From an optimization exercise on the open Yosys and OpenROAD flow, aimed at small area; shortcuts taken in it are not production practice.
Where RTL was checked, it was by simulation tests only, not by an equivalence proof against the original.
No functional check of the RTL was part of run 2.

==> design.v <==
`timescale 1ns/100ps
module conv(
           input Aclk,
           input rst,
           input [7:0] Xin,
           input [7:0] Kin,
           output reg [7:0] Rout,
           output result_done
       );
reg [3:0] cnt;           
always @(posedge Aclk)
    if (rst) cnt <= 4'd0;
    else if (cnt != 4'd15) cnt <= cnt + 4'd1;
assign result_done = cnt[3] & (cnt[2] | cnt[1]);    
reg [7:0] kr0, kr1, kr2, kr3;
wire [7:0] kin_m = (cnt[3:2] == 2'b00) ? Kin : kr3;
always @(posedge Aclk) begin
    kr0 <= kin_m; kr1 <= kr0; kr2 <= kr1; kr3 <= kr2;
end
reg [7:0] d1, d2;
always @(posedge Aclk) begin
    d1 <= Xin; d2 <= d1;
end
reg [7:0] px, py;
always @(*) begin
    case (cnt)
        4'd3, 4'd4: px = Xin;
        4'd5, 4'd6: px = d2;
        default:    px = d1;
    endcase
    case (cnt)
        4'd4, 4'd5: py = Xin;
        4'd6, 4'd7: py = d2;
        default:    py = d1;
    endcase
end
wire clrx = (cnt == 4'd1) | (cnt == 4'd5);
wire clry = (cnt == 4'd2) | (cnt == 4'd6);
reg [7:0] accx, accy, hx, hy;
always @(posedge Aclk) begin
    accx <= (clrx ? 8'd0 : accx) + px * kr0;
    accy <= (clry ? 8'd0 : accy) + py * kr1;
    if (cnt == 4'd5 || cnt == 4'd9)  hx <= accx;
    if (cnt == 4'd6 || cnt == 4'd10) hy <= accy;
end
wire selx = cnt[3] & cnt[0];                        
wire sely = cnt[3] & ~cnt[0] & (cnt[2] | cnt[1]);   
always @(posedge Aclk) begin
    if (rst) Rout <= 8'd0;
    else Rout <= ({8{selx}} & hx) | ({8{sely}} & hy);
end
endmodule
==> run.sh <==
#!/bin/bash
# synth_recipe.tcl (not shown) runs the flow's synth.tcl, then flattens the netlist and writes it again
# the make line also repeats each setting of config.mk as NAME=value (left out here)
make -C /OpenROAD-flow-scripts/flow DESIGN_CONFIG=/design/flow/config.mk WORK_HOME=/design/flow/orfs CLKGATE_MAP_FILE= SYNTH_SCRIPT=/design/flow/synth_recipe.tcl finish
==> config.mk <==
export PLATFORM = sky130hd
export DESIGN_NAME = conv
export DESIGN_NICKNAME = conv
export VERILOG_FILES = /design/flow/design.v
export SDC_FILE = /design/flow/constraint.sdc
export NUM_CORES = 4
export LEC_CHECK = 0
export CAP_MARGIN = 20
export CORE_MARGIN = 2
export CORE_UTILIZATION = 40
export SLEW_MARGIN = 20
==> constraint.sdc <==
create_clock -name core_clock -period 10.0 [get_ports {Aclk}]
set_input_delay 2.0000 -clock core_clock [delete_from_list [all_inputs] [get_ports {Aclk}]]
set_output_delay 2.0000 -clock core_clock [all_outputs]
set_load 0.01 [all_outputs]
==> impl_metrics.toml, run 1 <==
[status]
status = "timing/DRC/antenna clean"

[synthesis]
synth_top_family_by_area = "adder cells"
ys_async_sr_fraction = 0
synth.largest_area_cell = "dfxtp_1"
syn_area_um2 = 4910
synth_compound_area_frac = 0.0713
syn_area_per_cell_um2 = 11.1
yosys_warnings = 1
ys_seq_area_frac = 0.408
synthAdderAreaFrac = 0.244
synth_most_common_cell = "dfxtp_1"
ys_ff_latch = 92
synth.cells.most_frequent = "dfxtp_1 (76), nand2_1 (66), inv_1 (48)"
yosys.area_share.simple = 0.134
synth_top_area_frac = 0.310
post_synth_xor_area_fraction = 0.0698
yosys-top-cells-area = "dfxtp_1 (31%), fa_1 (15%), edfxtp_1 (9.8%)"
synth.distinct_cells = 42
netlist_instances = 443
synth_edf_count = 16
synthMuxAreaShare = 0.0250
synthFlopType = "dfxtp_1"
synth_nets = 535

[sta]
hold_violations = 0
worst_pin_slew_ns = 0.840
fin_crit_sh = 0.644
slew_violations = 0
finalSetupViolCount = 0
skew_ns = 0.00683
fmax_ghz = 0.155
fin_crit_ns = 6.44
rsz0062_at_grt = "false"
relSlewSlack = 0.439
setup_tns_ns = 0

[finish]
syn2layout_area_growth_pct = 13.6
regArea_um2 = 2000
diodes = 0
drive_gt1_frac = 0.0886
fin_nets = 561
multiInputGateArea_um2 = 2670
num-fill-cells = 1141
final_util = 0.464

[clocking]
cts_sinks = 92
clkTransAtPathRegs_ns = 0.07
cts_hold_buffers = 0
cts-buffers-inserted = 9
clk_path_buf_depth = 2
cts_tree = "yes"
ctsRootBufferMaster = "clkbuf_16"
cts-htree-levels = 3
cts-resized-gates = 0
postCtsSetupBuffers = 0
clk_latency_ns = 0.34

[worst_setup_path]
crit_cells = 18
critPathMaxFanout = 4
r2r-start = "cnt[0]"
required_ns = 10.22
crit_buf_inv = 4
slowest_stage = "fa_1"
r2r_cells = 20
crit_family = "adder cells"
path_cells = "clkdlybuf4s50_1 > nor3b_1 > a221o_2 > nand2_1 > fa_1 > inv_1 > fa_1 > ha_1 > inv_1 > fa_1 > inv_1 > fa_1 > a21o_1 > a21oi_1 > xnor2_1 > xnor2_1 > xnor2_1 > xnor3_1"
r2r_setup_slack_ns = 4.07
arrival_ns = 6.66
cpPeakStageDelay_ns = 0.52
endpoint_kind = "flop"
worstSetupStartpoint = "Xin[4]"
critical_path.most_common_cell = "fa_1"
crit_path_end = "accx[7]"
r2r_end = "accy[7]"
worstSetupPathType = "in -> reg"
cp-start-kind = "input pin"

[routing]
wl_per_cell_um = 15.2
drt-initial-drc-count = 116
drc = 0
wirelength_um = 9420
viasPerCell = 4.89
dr.pass1.iters = 4
ant_nets = 0
num_vias = 3034

[grt]
grt-ovfl-total = 0
grt_util_all_layers = 0.158
grt_pass1_vias = 3093
grt_pass1_wl_um = 15600
antenna_found_initial = 0
grt_max_degree = 20

[placed_design]
io_buffers = 26
dp_hpwl_um = 7320
gp_congestion = 0.816

[die]
rows = 40
io_pins = 27
core_um2 = 12000
die-height_um = 115
die_width_um = 115
start_util = 0.409
die-area_um2 = 13200

[hold_path]
min_path_type = "reg -> reg"

[job]
maxCapViolCount = 0
-- metal layers --
metal	up-vias	track usage	share of wire
li1	1498	-	-
met1	1441	0.221	0.48
met2	73	0.234	0.44
met3	22	0.0322	0.048
met4	0	0.0755	0.031
met5	-	0	0
-- cell usage in the layout (no fill, tap or decap), types with 3 or more instances in the layout --
cell and count:
a21o_1 4, a21oi_1 4, a221o_1 8, a221o_2 6, a22oi_1 10, and2_1 24
and3_1 8, clkbuf_16 9, clkdlybuf4s50_1 26, clkinv_4 3, dfxtp_1 76, edfxtp_1 16
fa_1 36, ha_1 38, inv_1 48, mux2_2 8, nand2_1 66, nand2_2 3
nor2_1 14, nor3b_1 7, xnor2_1 28, xor2_1 6
-- kinds of logic (layout without fill, tap and decap cells) --
kind of cell | Yosys count | in the layout
AO/OA/AOI/OAI | 38 | 38
XOR/XNOR | 36 | 36
adder cells (fa/ha/maj) | 74 | 74
buffers and inverters | 59 | 90
flip-flops | 92 | 92
multiplexers | 10 | 10
AND/OR/NAND/NOR | 134 | 134
-- state kept, by name, indices dropped and copies added (netlist names) --
register  flops
kr2           8
cnt           4
hy            8
d1            8
kr1           8
d2            8
kr0           8
hx            8
kr3           8
accx          8
accy          8
Rout          8
-- stage by stage --
stage	std cells	instance area, µm²	worst slack, ns	hold slack (ns)
3_3_place_gp	605	5300	3.30	0.310
5_1_grt	621	5580	3.30	0.332
4_1_cts	621	5580	3.55	0.328
6_report	621	5580	3.56	0.328
2_1_floorplan	443	4910	3.96	0.310
3_5_place_dp	605	5300	3.20	0.312
-- layout make-up --
type | instances | area share
inverter | 48 | 0.0323
timing repair buffer | 26 | 0.0466
clock buffer | 9 | 0.0404
clock inverter | 7 | 0.0103
sequential | 92 | 0.359
multi-input combinational | 292 | 0.479
tap | 147 | 0.0330
-- worst register-to-register path, stage by stage, from the launching register on --
cell     delay (ns)
dfxtp_1        0.46
inv_1          0.12
ha_1           0.26
or2_0          0.43
o31ai_4        0.48
a221o_1        0.35
nand2_1        0.12
fa_1           0.55
inv_1          0.05
fa_1           0.45
ha_1           0.28
inv_1          0.05
fa_1           0.52
inv_1          0.07
fa_1           0.46
a21o_1         0.17
a21oi_1        0.16
xnor2_1        0.15
xnor2_1        0.14
xnor3_1        0.42
xnor2_1        0.13
-- how the worst min path moves through the flow --
stage | startpoint | to | slack (ns) | depth (start not counted)
finish | kr2[0] | kr3[0] | 0.33 | 0
global route | kr2[0] | kr3[0] | 0.33 | 0
CTS | kr2[6] | kr3[6] | 0.33 | 0
detailed placement | kr2[5] | kr3[5] | 0.31 | 0
global placement | kr2[2] | kr3[2] | 0.31 | 0
floorplan | kr2[0] | kr3[0] | 0.31 | 0
==> run 2, diff against run 1 <==
==> design.v (replaced) <==
`timescale 1ns/100ps
module conv(
           input Aclk,
           input rst,
           input [7:0] Xin,
           input [7:0] Kin,
           output reg [7:0] Rout,
           output reg result_done
       );
reg [7:0] pattern [9-1:0];
reg [4:0] daddr;
wire pattern_done;
reg [7:0] kernel [4-1:0];
reg [4:0] kaddr;
wire kernel_done;
reg [7:0] result [4-1:0];
reg [4:0] out_cnt;
integer i;
assign pattern_done = (daddr-1>=9) ? 1'd1 : 1'd0;
always@(posedge Aclk)
begin
    if(rst)
    begin
        for(i=0;i<9;i=i+1)
        begin
            pattern[i] <= 7'd0;
        end
        daddr <= 5'd1;   
    end
    else
    begin
        if(pattern_done)
        begin
            pattern[daddr] <= pattern[daddr];
            daddr <= daddr;
        end
        else
        begin
            pattern[daddr-1] <= Xin;
            daddr <= daddr + 5'd1;
        end
    end
end
assign kernel_done = (kaddr-1>=4) ? 1'd1 : 1'd0;
always@(posedge Aclk)
begin
    if(rst)
    begin
        for(i=0;i<4;i=i+1)
        begin
            kernel[i] <= 7'd0;
        end
        kaddr <= 5'd1;
    end
    else
    begin
        if(kernel_done)
        begin
            kernel[kaddr] <= kernel[kaddr];
            kaddr <= kaddr;
        end
        else
        begin
            kernel[kaddr-1] <= Kin;
            kaddr <= kaddr + 5'd1;
        end
    end
end
always@(*)
begin
    if(rst)
    begin
        for(i=0;i<4;i=i+1)
        begin
            result[i] = 7'd0;
        end
    end
    else
    begin
        if(pattern_done & kernel_done)
        begin
            result[0] = pattern[0]*kernel[0] + pattern[1]*kernel[1] + pattern[3]*kernel[2] + pattern[4]*kernel[3];
            result[1] = pattern[1]*kernel[0] + pattern[2]*kernel[1] + pattern[4]*kernel[2] + pattern[5]*kernel[3];
            result[2] = pattern[3]*kernel[0] + pattern[4]*kernel[1] + pattern[6]*kernel[2] + pattern[7]*kernel[3];
            result[3] = pattern[4]*kernel[0] + pattern[5]*kernel[1] + pattern[7]*kernel[2] + pattern[8]*kernel[3];
        end
        else
        begin
            for(i=0;i<4;i=i+1)
            begin
                result[i] = 7'd0;
            end
        end
    end
end
always@(posedge Aclk)
begin
    if(rst)
    begin
        result_done <= 1'd0;
    end
    else
    begin
        if(pattern_done & kernel_done)
        begin
            result_done <= 1'd1;
        end
        else
        begin
            result_done <= result_done;
        end
    end
end
always@(posedge Aclk)
begin
    if(rst)
    begin
        Rout <= 7'd0;
        out_cnt <= 5'd1;
    end
    else
    begin
        if(pattern_done & kernel_done)
        begin
            out_cnt <= out_cnt + 5'd1;
            Rout <= result[out_cnt-1];
        end
        else
        begin
            out_cnt <= 5'd1;
            Rout <= 5'd0;
        end
    end
end
endmodule
==> run 2 against run 1 <==
  * Via count increased to 4.9 times the previous value
  * Synthesized cell count grew to 5.1 times the previous value
  * Critical path depth grew 6
  * Die area grew to 4.2 times the previous value
==> impl_metrics.toml, run 2 <==
[die]
rows = 84
die-area_um2 = 55100
die-height_um = 235
die_width_um = 235
core_um2 = 52600
io_pins = 27
start_util = 0.405

[job]
maxCapViolCount = 0

[clocking]
clkTransAtPathRegs_ns = 0.07
cts-htree-levels = 4
ctsRootBufferMaster = "clkbuf_16"
cts_hold_buffers = 0
clk_path_buf_depth = 2
cts-buffers-inserted = 17
clk_latency_ns = 0.44
cts-resized-gates = 0
cts_sinks = 125
cts_tree = "yes"
postCtsSetupBuffers = 0

[synthesis]
ys_async_sr_fraction = 0
synth.largest_area_cell = "fa_1"
yosys-top-cells-area = "fa_1 (27%), ha_1 (15%), edfxtp_1 (15%)"
synth.distinct_cells = 43
synth_top_area_frac = 0.271
netlist_instances = 2273
synth.cells.most_frequent = "inv_1 (446), and2_1 (395), fa_1 (288), nand2_1 (288), ha_1 (262)"
syn_area_per_cell_um2 = 9.37
ys_seq_area_frac = 0.166
synth_edf_count = 104
yosys_warnings = 2
synth_nets = 2841
synth_most_common_cell = "inv_1"
synthFlopType = "edfxtp_1"
ys_ff_latch = 125
syn_area_um2 = 21300

[sta]
fin_crit_sh = 0.775
fin_crit_ns = 7.75
whs_ns = 0.491
relSlewSlack = 0.366
setup_tns_ns = 0
rsz0062_at_grt = "false"
hold_violations = 0
worst_pin_slew_ns = 0.950
slew_violations = 0
fmax_ghz = 0.129
skew_ns = 0.0141
finalSetupViolCount = 0

[worst_setup_path]
critPathMaxFanout = 13
worstSetupPathType = "reg -> reg"
required_ns = 10.37
cp-start-kind = "flop"
endpoint_kind = "flop"
arrival_ns = 8.12

[routing]
drt-initial-drc-count = 1275
ant_nets = 0
viasPerCell = 5.07
dr.pass1.iters = 7
drc = 0
wirelength_um = 61000
num_vias = 15000
wl_per_cell_um = 20.6

[grt]
antenna_found_initial = 0
grt-ovfl-total = 0
grt_max_degree = 33
grt_pass1_vias = 16000
grt_pass1_wl_um = 95000
grt_util_all_layers = 0.227

[placed_design]
gp_congestion = 0.870
io_buffers = 26
dp_hpwl_um = 45000

[finish]
multiInputGateArea_um2 = 15700
regArea_um2 = 3540
final_common_cell = "inv_1"
mostFrequentLayoutCells = "inv_1 (446), and2_1 (395), nand2_1 (288), fa_1 (288), ha_1 (262)"
syn2layout_area_growth_pct = 7.69
drive_gt1_frac = 0.0388
regMostFlops = "pattern"
fin_nets = 2825
largest_reg_flops = 72
reg_top3 = "pattern x72, kernel x32, Rout x8"
num-fill-cells = 5130

[hold_path]
min_path_type = "reg -> reg"

[status]
status = "timing/DRC/antenna clean"
-- run 2: metrics by stage --
stage / instances / worst slack (ns) / util / cell area (µm²)
after floorplan: 2273 / 2.95 / - / 21300
after global placement: 2925 / 2.41 / 0.424 / 22300
after detailed placement: 2926 / 2.27 / 0.424 / 22300
after CTS: 2958 / 2.25 / 0.436 / 22900
after global routing: 2958 / 1.95 / 0.436 / 22900
final: 2959 / 2.25 / 0.436 / 22900
-- run 2: layer usage --
layer | vias up | global-route usage | share of wire
met2 | 644 | 0.362 | 0.45
met5 | - | 0 | 0
met3 | 128 | 0.0320 | 0.081
met4 | 0 | 0.0639 | 0.030
li1 | 6745 | - | -
met1 | 7485 | 0.321 | 0.44
-- run 2: logic make-up after synthesis --
family | synth area share
compound gates | 0.0150
fa+ha+maj | 0.425
xor+xnor | 0.111
mux | 0.000470
buf+inv | 0.0959
simple gates | 0.187
flops | 0.166
-- run 2: worst max-delay path: stages (launching register included) --
cell      delay, ns
edfxtp_1       0.83
buf_4          0.32
nand2_1        0.10
fa_1           0.55
inv_1          0.05
fa_1           0.49
inv_1          0.05
fa_1           0.46
fa_1           0.51
inv_1          0.05
fa_1           0.47
fa_1           0.53
fa_1           0.55
inv_1          0.06
fa_1           0.54
inv_1          0.04
ha_1           0.33
a21o_1         0.20
a21oi_1        0.28
xnor2_1        0.14
xnor2_1        0.22
xnor2_1        0.15
xnor3_1        0.46
a21oi_1        0.15
a21boi_2       0.17
-- run 2: final cells by class --
class / count / area share
sequential: 125 / 0.155
timing repair buffer: 57 / 0.0218
antenna: 1 / 0.000109
clock buffer: 22 / 0.0226
inverter: 446 / 0.0730
clock inverter: 10 / 0.00535
tap: 688 / 0.0375
multi-input combinational: 1610 / 0.685
-- run 2: final timing paths --
path                start           to  slack (ns)  cells after the start
min           result_done  result_done        0.49                      2
min reg2reg   result_done  result_done        0.49                      2
max reg2reg  kernel[3][2]      Rout[7]        2.25                     24
max          kernel[3][2]      Rout[7]        2.25                     24

afterwards: timing with drivers on the ports:
In the flow no input, the clock included, has a driving cell. The finished layouts below were timed again as built, in two steps.
Step 1 (the two cells are an assumption about what drives the block):
set clk [get_ports {Aclk}]
set_driving_cell -lib_cell sky130_fd_sc_hd__clkbuf_16 $clk
set_driving_cell -lib_cell sky130_fd_sc_hd__buf_2 [delete_from_list [all_inputs] $clk]
Step 2 times the ports against the registers' clock, not the clock port: input delays grow and output delays shrink by t, the midpoint of the rising clock arrivals with the driver on.
a / b / c = ideal ports / drivers / drivers and shift; a / b = the first two.
run	t (ns)	setup slack, ns	cell pins on the clock port's net
run 1	0.376	3.562 / 3.577 / 3.201	1
run 2	0.483	2.252 / 2.252 / 2.252	1
After both steps setup and hold are still met in every run listed. For run 1, which loses most, drivers alone change the setup slack by +0.015 ns; drivers and shift together by -0.361 ns.
